This design comes from an exercise in tuning for small area on the open sky130 flow, not from production work.
Function was checked by simulation only, so behaviour that the tests miss may differ from the original.
The clock port is modelled as an ideal driver, which makes a skipped or thinned clock tree look cheaper than it is; a real chip needs a root buffer or a tree.
Power figures rest on the tool's default switching activity, not on a simulated workload.

==> xenon: inputs <==
==> flow/design.v <==
module counter (input clk, input reset, input datak, input stp, input fd,
                output fin, output det);
localparam [4:0] SEED = 5'b01100;
localparam [4:0] LAST = 5'b10101;  
localparam [4:0] DET  = 5'b01000;
reg [4:0] st;
assign fin = st[3:1] == LAST[3:1];
assign det = st[4:2] == DET[4:2];
wire load = reset & stp;
wire hit = reset & fd & fin;
wire go = reset & ~datak & ~fin & ~det;
always @(posedge clk) begin
	st[0] <= go & (st[4] ^ st[2]);
	st[1] <= go & st[0];
	st[2] <= load | (go & st[1]);
	st[3] <= load | hit | (go & st[2]);
	st[4] <= go & st[3];
end
endmodule
module decoder (input [7:0] data_in , output reg[9:0] data_out);
always @(*)
begin
case(data_in)
8'h00:data_out = 10'd1;
8'h01:data_out = 10'd2;
8'h02:data_out = 10'd4;
8'h42:data_out = 10'd8;
8'h04:data_out = 10'd16;
8'h44:data_out = 10'd32;
8'h05:data_out = 10'd64;
8'h45:data_out = 10'd128;
8'h0a:data_out = 10'd256;
8'h4a:data_out = 10'd512;
default: data_out = 10'd0;
endcase
end
endmodule
module TLP_Detector #(parameter width = 8)
       (input clk,
	input reset,
	input [7:0] data_in,
	input datak,
	output reg [3:0] tlp_count,
	output [159:0] TLP,
	output MRd, output MWr, output IORd, output IOWr,
	output CfgRd0, output CfgWr0, output CfgRd1, output CfgWr1, output Cpl, output CplD
	);
reg [151:0] sh_n;
always @(posedge clk)
	sh_n <= {sh_n[143:0], ~data_in};
wire kfx = datak & (&data_in[7:3]) & data_in[0];
wire stp = kfx & ~data_in[2] & data_in[1];
wire fin;    
wire fd = kfx & data_in[2] & ~data_in[1];
wire det;    
counter framing (.clk(clk), .reset(reset), .datak(datak), .stp(stp), .fd(fd),
	.fin(fin), .det(det));
wire hit = reset & fd & fin;
always @(posedge clk or negedge reset)
	if (!reset) tlp_count <= 4'b0000;
	else if (hit) tlp_count <= tlp_count + 1'b1;
wire det_n = ~det;
assign TLP[7:0] = {8{det}} & 8'hFB;
genvar i;
generate
	for (i = 1; i <= 18; i = i + 1) begin : g_byte
		assign TLP[8*i+7:8*i] = ~({8{det_n}} | sh_n[8*(19-i)+7:8*(19-i)]);
	end
endgenerate
assign TLP[159:152] = {8{det}} & 8'hFD;
wire [9:0] dec;
decoder fsmdecoder(~sh_n[8*16+7:8*16], dec);
assign {CplD, Cpl, CfgWr1, CfgRd1, CfgWr0, CfgRd0, IOWr, IORd, MWr, MRd} = {10{det}} & dec;
endmodule
==> flow/flow/run.sh <==
#!/bin/bash
set -euo pipefail
export CLK_PORT_NET=clk
export CLK_GROUPS=${CLK_GROUPS:-7}
export CLK_LEAF_CELL=${CLK_LEAF_CELL:-sky130_fd_sc_hd__inv_8}
export CLK_ROOT_CELL=${CLK_ROOT_CELL:-sky130_fd_sc_hd__inv_8}
bash standard.sh \
  "BUFFER_PORTS_ARGS=-buffer_cell sky130_fd_sc_hd__buf_1" \
  "PRE_CTS_TCL=$PWD/flow/clock_tree.tcl" \
  "POST_CTS_TCL=$PWD/flow/downsize.tcl" \
  "POST_GLOBAL_ROUTE_TCL=$PWD/flow/downsize.tcl" \
  finish > standard_flow.log 2>&1
==> flow/flow/clock_tree.tcl <==
# A small balanced clock tree in place of TritonCTS: the flip-flops are split
# by placement into CLK_GROUPS groups of near-equal size (cutting alternately
# by x and by y), and each group is driven by one CLK_LEAF_CELL placed at the
# group's centre. The clock port drives those cells, or one CLK_ROOT_CELL
# that drives them. The cells may be buffers, or inverters for both the root
# and the leaves, so that the flip-flops see the clock's own polarity.
proc split_groups {pts n by_x} {
  if {$n <= 1} { return [list $pts] }
  set idx [expr {$by_x ? 1 : 2}]
  set s [lsort -real -index $idx $pts]
  set n1 [expr {$n / 2}]
  # points in proportion to the groups on each side
  set h [expr {([llength $s] * $n1 + $n / 2) / $n}]
  return [concat [split_groups [lrange $s 0 [expr {$h - 1}]] $n1 [expr {!$by_x}]] \
                 [split_groups [lrange $s $h end] [expr {$n - $n1}] [expr {!$by_x}]]]
}

# the output pin of a one-input buffer or inverter
proc out_iterm {inst} {
  foreach it [$inst getITerms] {
    if {[$it isOutputSignal]} { return $it }
  }
  error "no output pin on [$inst getName]"
}

proc clock_tree_synthesis {args} {
  set block [ord::get_db_block]
  set clk_net [$block findNet $::env(CLK_PORT_NET)]
  set master [[ord::get_db] findMaster $::env(CLK_LEAF_CELL)]
  set pts {}
  foreach it [$clk_net getITerms] {
    set inst [$it getInst]
    set bb [$inst getBBox]
    lappend pts [list $it [expr {([$bb xMin] + [$bb xMax]) / 2}] [expr {([$bb yMin] + [$bb yMax]) / 2}]]
  }
  set groups [split_groups $pts $::env(CLK_GROUPS) 1]
  # optional root buffer between the clock port and the leaf buffers
  set src_net $clk_net
  if {[info exists ::env(CLK_ROOT_CELL)] && $::env(CLK_ROOT_CELL) ne ""} {
    set src_net [odb::dbNet_create $block "clknet_root"]
    $src_net setSigType CLOCK
    set root [odb::dbInst_create $block [[ord::get_db] findMaster $::env(CLK_ROOT_CELL)] "clkbuf_root"]
    set sx 0; set sy 0
    foreach p $pts { set sx [expr {$sx + [lindex $p 1]}]; set sy [expr {$sy + [lindex $p 2]}] }
    $root setLocation [expr {$sx / [llength $pts]}] [expr {$sy / [llength $pts]}]
    $root setPlacementStatus PLACED
    [$root findITerm A] connect $clk_net
    [out_iterm $root] connect $src_net
  }
  set g 0
  foreach grp $groups {
    set net [odb::dbNet_create $block "clknet_leaf_$g"]
    $net setSigType CLOCK
    set buf [odb::dbInst_create $block $master "clkbuf_leaf_$g"]
    set sx 0; set sy 0
    foreach p $grp {
      set it [lindex $p 0]
      $it disconnect
      $it connect $net
      set sx [expr {$sx + [lindex $p 1]}]
      set sy [expr {$sy + [lindex $p 2]}]
    }
    set n [llength $grp]
    $buf setLocation [expr {$sx / $n}] [expr {$sy / $n}]
    $buf setPlacementStatus PLACED
    [$buf findITerm A] connect $src_net
    [out_iterm $buf] connect $net
    puts "clock_tree: clkbuf_leaf_$g drives $n flip-flops"
    incr g
  }
  $clk_net setSigType CLOCK
  set_propagated_clock [all_clocks]
}
==> flow/flow/downsize.tcl <==
# Downsize logic cells to the smallest drive strength at which timing, slew and
# capacitance limits still hold. Clock-tree cells are left alone.
proc downsize_logic {min_slack} {
  set changed 0
  foreach inst [get_cells *] {
    set ref [get_property $inst ref_name]
    if {![regexp {^(sky130_fd_sc_hd__[a-z0-9]+)_([0-9]+)$} $ref -> base drv]} { continue }
    if {$drv <= 1} { continue }
    if {[string match "*clkbuf*" $base] || [string match "*clkinv*" $base]} { continue }
    # the clock tree's own cells (flow/clock_tree.tcl) keep their size
    if {[string match "clkbuf_*" [get_property $inst full_name]]} { continue }
    foreach d {1 2 3 4 6 8 12} {
      if {$d >= $drv} { break }
      set target ${base}_$d
      if {[llength [get_lib_cells -quiet */$target]] == 0} { continue }
      replace_cell $inst $target
      if {[sta::worst_slack -max] < $min_slack || [sta::max_slew_violation_count] > 0 \
          || [sta::max_capacitance_violation_count] > 0} {
        replace_cell $inst $ref
      } else {
        incr changed
        puts "downsize: [get_property $inst full_name] $ref -> $target"
        break
      }
    }
  }
  puts "downsize: $changed cells"
}
downsize_logic 0.5
==> flow/standard.sh <==
#!/bin/bash
# synth_recipe.tcl (not shown) runs the flow's synth.tcl, then flattens the netlist and writes it again
# the make line also repeats each setting of config.mk as NAME=value (left out here)
make -C /OpenROAD-flow-scripts/flow DESIGN_CONFIG=/design/flow/config.mk WORK_HOME=/design/flow/orfs CLKGATE_MAP_FILE= SYNTH_SCRIPT=/design/flow/synth_recipe.tcl "${@:-finish}"
==> flow/config.mk <==
export PLATFORM = sky130hd
export DESIGN_NAME = TLP_Detector
export DESIGN_NICKNAME = TLP_Detector
export VERILOG_FILES = /design/flow/design.v
export SDC_FILE = /design/flow/constraint.sdc
export NUM_CORES = 4
export LEC_CHECK = 0
export CAP_MARGIN = 0
export CORE_MARGIN = 2
export CORE_UTILIZATION = 70
export SLEW_MARGIN = 0
==> flow/constraint.sdc <==
create_clock -name core_clock -period 5.0 [get_ports {clk}]
set_input_delay 1.0000 -clock core_clock [delete_from_list [all_inputs] [get_ports {clk}]]
set_output_delay 1.0000 -clock core_clock [all_outputs]
set_load 0.01 [all_outputs]
==> fjord (differences from xenon) <==
==> flow/design.v (replaced) <==
module counter (input clk, input reset, input datak, input stp, output fin);
localparam [4:0] SEED = 5'b00001;
localparam [4:0] LAST = 5'b00011;  
reg [4:0] st;
wire [4:0] step = {st[3:0], st[4] ^ st[2]};
assign fin = (st == LAST);
always @(posedge clk)
	if (!reset) st <= 5'b00000;
	else if (stp) st <= SEED;
	else if (datak || fin) st <= 5'b00000;
	else st <= step;
endmodule
module decoder (input [7:0] data_in , output reg[9:0] data_out);
always @(*)
begin
case(data_in)
8'h00:data_out = 10'd1;
8'h01:data_out = 10'd2;
8'h02:data_out = 10'd4;
8'h42:data_out = 10'd8;
8'h04:data_out = 10'd16;
8'h44:data_out = 10'd32;
8'h05:data_out = 10'd64;
8'h45:data_out = 10'd128;
8'h0a:data_out = 10'd256;
8'h4a:data_out = 10'd512;
default: data_out = 10'd0;
endcase
end
endmodule
module TLP_Detector #(parameter width = 8)
       (input clk,
	input reset,
	input [7:0] data_in,
	input datak,
	output reg [3:0] tlp_count,
	output [159:0] TLP,
	output MRd, output MWr, output IORd, output IOWr,
	output CfgRd0, output CfgWr0, output CfgRd1, output CfgWr1, output Cpl, output CplD
	);
reg [151:0] sh_n;
always @(posedge clk)
	sh_n <= {sh_n[143:0], ~data_in};
wire stp = datak && data_in == 8'hFB;
wire fin;    
counter framing (.clk(clk), .reset(reset), .datak(datak), .stp(stp), .fin(fin));
wire hit = reset && datak && data_in == 8'hFD && fin;
reg det_n;
always @(posedge clk)
	det_n <= ~hit;
always @(posedge clk or negedge reset)
	if (!reset) tlp_count <= 4'b0000;
	else if (hit) tlp_count <= tlp_count + 1'b1;
wire det = ~det_n;
assign TLP[7:0] = {8{det}} & 8'hFB;
genvar i;
generate
	for (i = 1; i <= 18; i = i + 1) begin : g_byte
		assign TLP[8*i+7:8*i] = ~({8{det_n}} | sh_n[8*(19-i)+7:8*(19-i)]);
	end
endgenerate
assign TLP[159:152] = {8{det}} & 8'hFD;
wire [9:0] dec;
decoder fsmdecoder(~sh_n[8*16+7:8*16], dec);
assign {CplD, Cpl, CfgWr1, CfgRd1, CfgWr0, CfgRd0, IOWr, IORd, MWr, MRd} = {10{det}} & dec;
endmodule
==> flow/flow/run.sh (replaced) <==
#!/bin/bash
set -euo pipefail
export CLK_PORT_NET=clk
export CLK_GROUPS=${CLK_GROUPS:-8}
export CLK_LEAF_CELL=${CLK_LEAF_CELL:-sky130_fd_sc_hd__clkbuf_8}
export CLK_ROOT_CELL=${CLK_ROOT_CELL:-sky130_fd_sc_hd__clkbuf_4}
bash standard.sh \
  "BUFFER_PORTS_ARGS=-buffer_cell sky130_fd_sc_hd__buf_1" \
  "PRE_CTS_TCL=$PWD/flow/clock_tree.tcl" \
  "POST_CTS_TCL=$PWD/flow/downsize.tcl" \
  finish > standard_flow.log 2>&1
--- a/flow/flow/clock_tree.tcl
+++ b/flow/flow/clock_tree.tcl
@@ -1,26 +1,16 @@
 # A small balanced clock tree in place of TritonCTS: the flip-flops are split
-# by placement into CLK_GROUPS groups of near-equal size (cutting alternately
+# by placement into CLK_GROUPS groups of near-equal size (halving alternately
 # by x and by y), and each group is driven by one CLK_LEAF_CELL placed at the
-# group's centre. The clock port drives those cells, or one CLK_ROOT_CELL
-# that drives them. The cells may be buffers, or inverters for both the root
-# and the leaves, so that the flip-flops see the clock's own polarity.
+# group's centre. The clock port drives those buffers, or one CLK_ROOT_CELL
+# that drives them.
 proc split_groups {pts n by_x} {
   if {$n <= 1} { return [list $pts] }
   set idx [expr {$by_x ? 1 : 2}]
   set s [lsort -real -index $idx $pts]
+  set h [expr {[llength $s] / 2}]
   set n1 [expr {$n / 2}]
-  # points in proportion to the groups on each side
-  set h [expr {([llength $s] * $n1 + $n / 2) / $n}]
   return [concat [split_groups [lrange $s 0 [expr {$h - 1}]] $n1 [expr {!$by_x}]] \
                  [split_groups [lrange $s $h end] [expr {$n - $n1}] [expr {!$by_x}]]]
-}
-
-# the output pin of a one-input buffer or inverter
-proc out_iterm {inst} {
-  foreach it [$inst getITerms] {
-    if {[$it isOutputSignal]} { return $it }
-  }
-  error "no output pin on [$inst getName]"
 }
 
 proc clock_tree_synthesis {args} {
@@ -45,7 +35,7 @@
     $root setLocation [expr {$sx / [llength $pts]}] [expr {$sy / [llength $pts]}]
     $root setPlacementStatus PLACED
     [$root findITerm A] connect $clk_net
-    [out_iterm $root] connect $src_net
+    [$root findITerm X] connect $src_net
   }
   set g 0
   foreach grp $groups {
@@ -64,7 +54,7 @@
     $buf setLocation [expr {$sx / $n}] [expr {$sy / $n}]
     $buf setPlacementStatus PLACED
     [$buf findITerm A] connect $src_net
-    [out_iterm $buf] connect $net
+    [$buf findITerm X] connect $net
     puts "clock_tree: clkbuf_leaf_$g drives $n flip-flops"
     incr g
   }
==> flow/flow/downsize.tcl (replaced) <==
# Downsize logic cells to drive strength 1 where timing, slew and
# capacitance limits still hold. Clock-tree cells are left alone.
proc downsize_logic {min_slack} {
  set changed 0
  set area_saved 0.0
  foreach inst [get_cells *] {
    set ref [get_property $inst ref_name]
    if {![regexp {^(sky130_fd_sc_hd__[a-z0-9]+)_([0-9]+)$} $ref -> base drv]} { continue }
    if {$drv <= 1} { continue }
    if {[string match "*clkbuf*" $base] || [string match "*clkinv*" $base]} { continue }
    set target ""
    foreach d {1 2} {
      if {$d >= $drv} { break }
      if {[llength [get_lib_cells -quiet */${base}_$d]] > 0} { set target ${base}_$d; break }
    }
    if {$target eq ""} { continue }
    replace_cell $inst $target
    if {[sta::worst_slack -max] < $min_slack || [sta::max_slew_violation_count] > 0 \
        || [sta::max_capacitance_violation_count] > 0} {
      replace_cell $inst $ref
    } else {
      incr changed
      puts "downsize: [get_property $inst full_name] $ref -> $target"
    }
  }
  puts "downsize: $changed cells"
}
downsize_logic 0.5
--- a/flow/config.mk
+++ b/flow/config.mk
@@ -5,7 +5,7 @@
 export SDC_FILE = /design/flow/constraint.sdc
 export NUM_CORES = 4
 export LEC_CHECK = 0
-export CAP_MARGIN = 0
+export CAP_MARGIN = 20
 export CORE_MARGIN = 2
 export CORE_UTILIZATION = 70
-export SLEW_MARGIN = 0
+export SLEW_MARGIN = 20
==> delta (differences from xenon) <==
--- a/flow/config.mk
+++ b/flow/config.mk
@@ -5,7 +5,7 @@
 export SDC_FILE = /design/flow/constraint.sdc
 export NUM_CORES = 4
 export LEC_CHECK = 0
-export CAP_MARGIN = 0
+export CAP_MARGIN = 20
 export CORE_MARGIN = 2
 export CORE_UTILIZATION = 70
-export SLEW_MARGIN = 0
+export SLEW_MARGIN = 20
==> impl_results.md <==
- Sw Pwr: 430.0 uW
- GRT Total Usage: between 20 and 25%
- Fin area: ~5000 um^2
- Slowest library cell on the worst path: buf_2
- Reg-to-Reg End: framing.st[1]$_DFF_P_
- Outcome: timing/DRC/antenna clean
- Vias in the first global route: about 2,600
- XOR/XNOR Fraction of Synth Area: less than 1%
- Syn Area/Cell: roughly 11 um^2
- Setup WS pre-CTS: between 1500 and 2000 ps
- CTS clk-pin slew, worst paths: 110 ps
- Final hold slack: 335.2 ps
- Skew-Pair Late Insertion Delay: around 200 ps
- Clock power frac: between 20% and 30%
- Combinational power share: 0.7%
- Die Y: ~80 um
- Slowest stage delay, CP: 1000 ps
# the run above: xenon

==> impl_results.md <==
- Outcome: timing/DRC/antenna clean
- Slowest stage delay, CP: between 900 and 1000 ps
- XOR/XNOR Fraction of Synth Area: 0.8137%
- Combinational power share: less than 1%
- Die Y: a little over 80 um
- Final hold slack: approximately 340 ps
- CTS clk-pin slew, worst paths: between 100 and 150 ps
- Vias in the first global route: ~2,500
- Sw Pwr: 367.4 uW
- Setup WS pre-CTS: between 2000 and 2500 ps
- Fin area: 5010 um^2
# the run above: fjord

==> impl_results.md <==
- Syn Area/Cell: ~11 um^2
- Vias in the first global route: roughly 2,600
- Slowest stage delay, CP: 640 ps
- Skew-Pair Late Insertion Delay: roughly 200 ps
- Outcome: timing/DRC/antenna clean
- Final hold slack: approximately 340 ps
- CTS clk-pin slew, worst paths: 100 ps
- Sw Pwr: about 430 uW
- Setup WS pre-CTS: 1902 ps
- Combinational power share: less than 1%
- GRT Total Usage: between 20% and 30%
- XOR/XNOR Fraction of Synth Area: less than 1%
# the run above: delta

No run of this note takes its clock network from TritonCTS; it comes from the design's own scripts or RTL.

[what the ideal ports hide]
The flow's constraints put no driver on any port. The routed layouts listed below were extracted and timed again, unchanged, in two steps. Step 1 sets driving cells, clkbuf_16 on the clock port and buf_2 on the other inputs (assumed; they add their load-dependent delay and slew). Step 2, shift: input delay + t, output delay - t, t = (earliest + latest rising clock arrival at the registers) / 2. This alone moves slack from input paths to output paths. Slacks: ideal ports / drivers / drivers and shift; pairs: ideal ports / drivers.
run	shift t [ns]	setup slack, ns	worst setup path after step 2	slew at the worst register clock pin (ns)	pins driven straight from the clock port
xenon	0.241	1.321 / 1.273 / 1.514	register to output	0.11 / 0.11	1
fjord	0.466	1.742 / 1.715 / 2.181	register to output	0.11 / 0.11	1
delta	0.243	1.265 / 1.216 / 1.459	register to output	0.11 / 0.11	1
After both steps setup and hold are still met in every run listed.
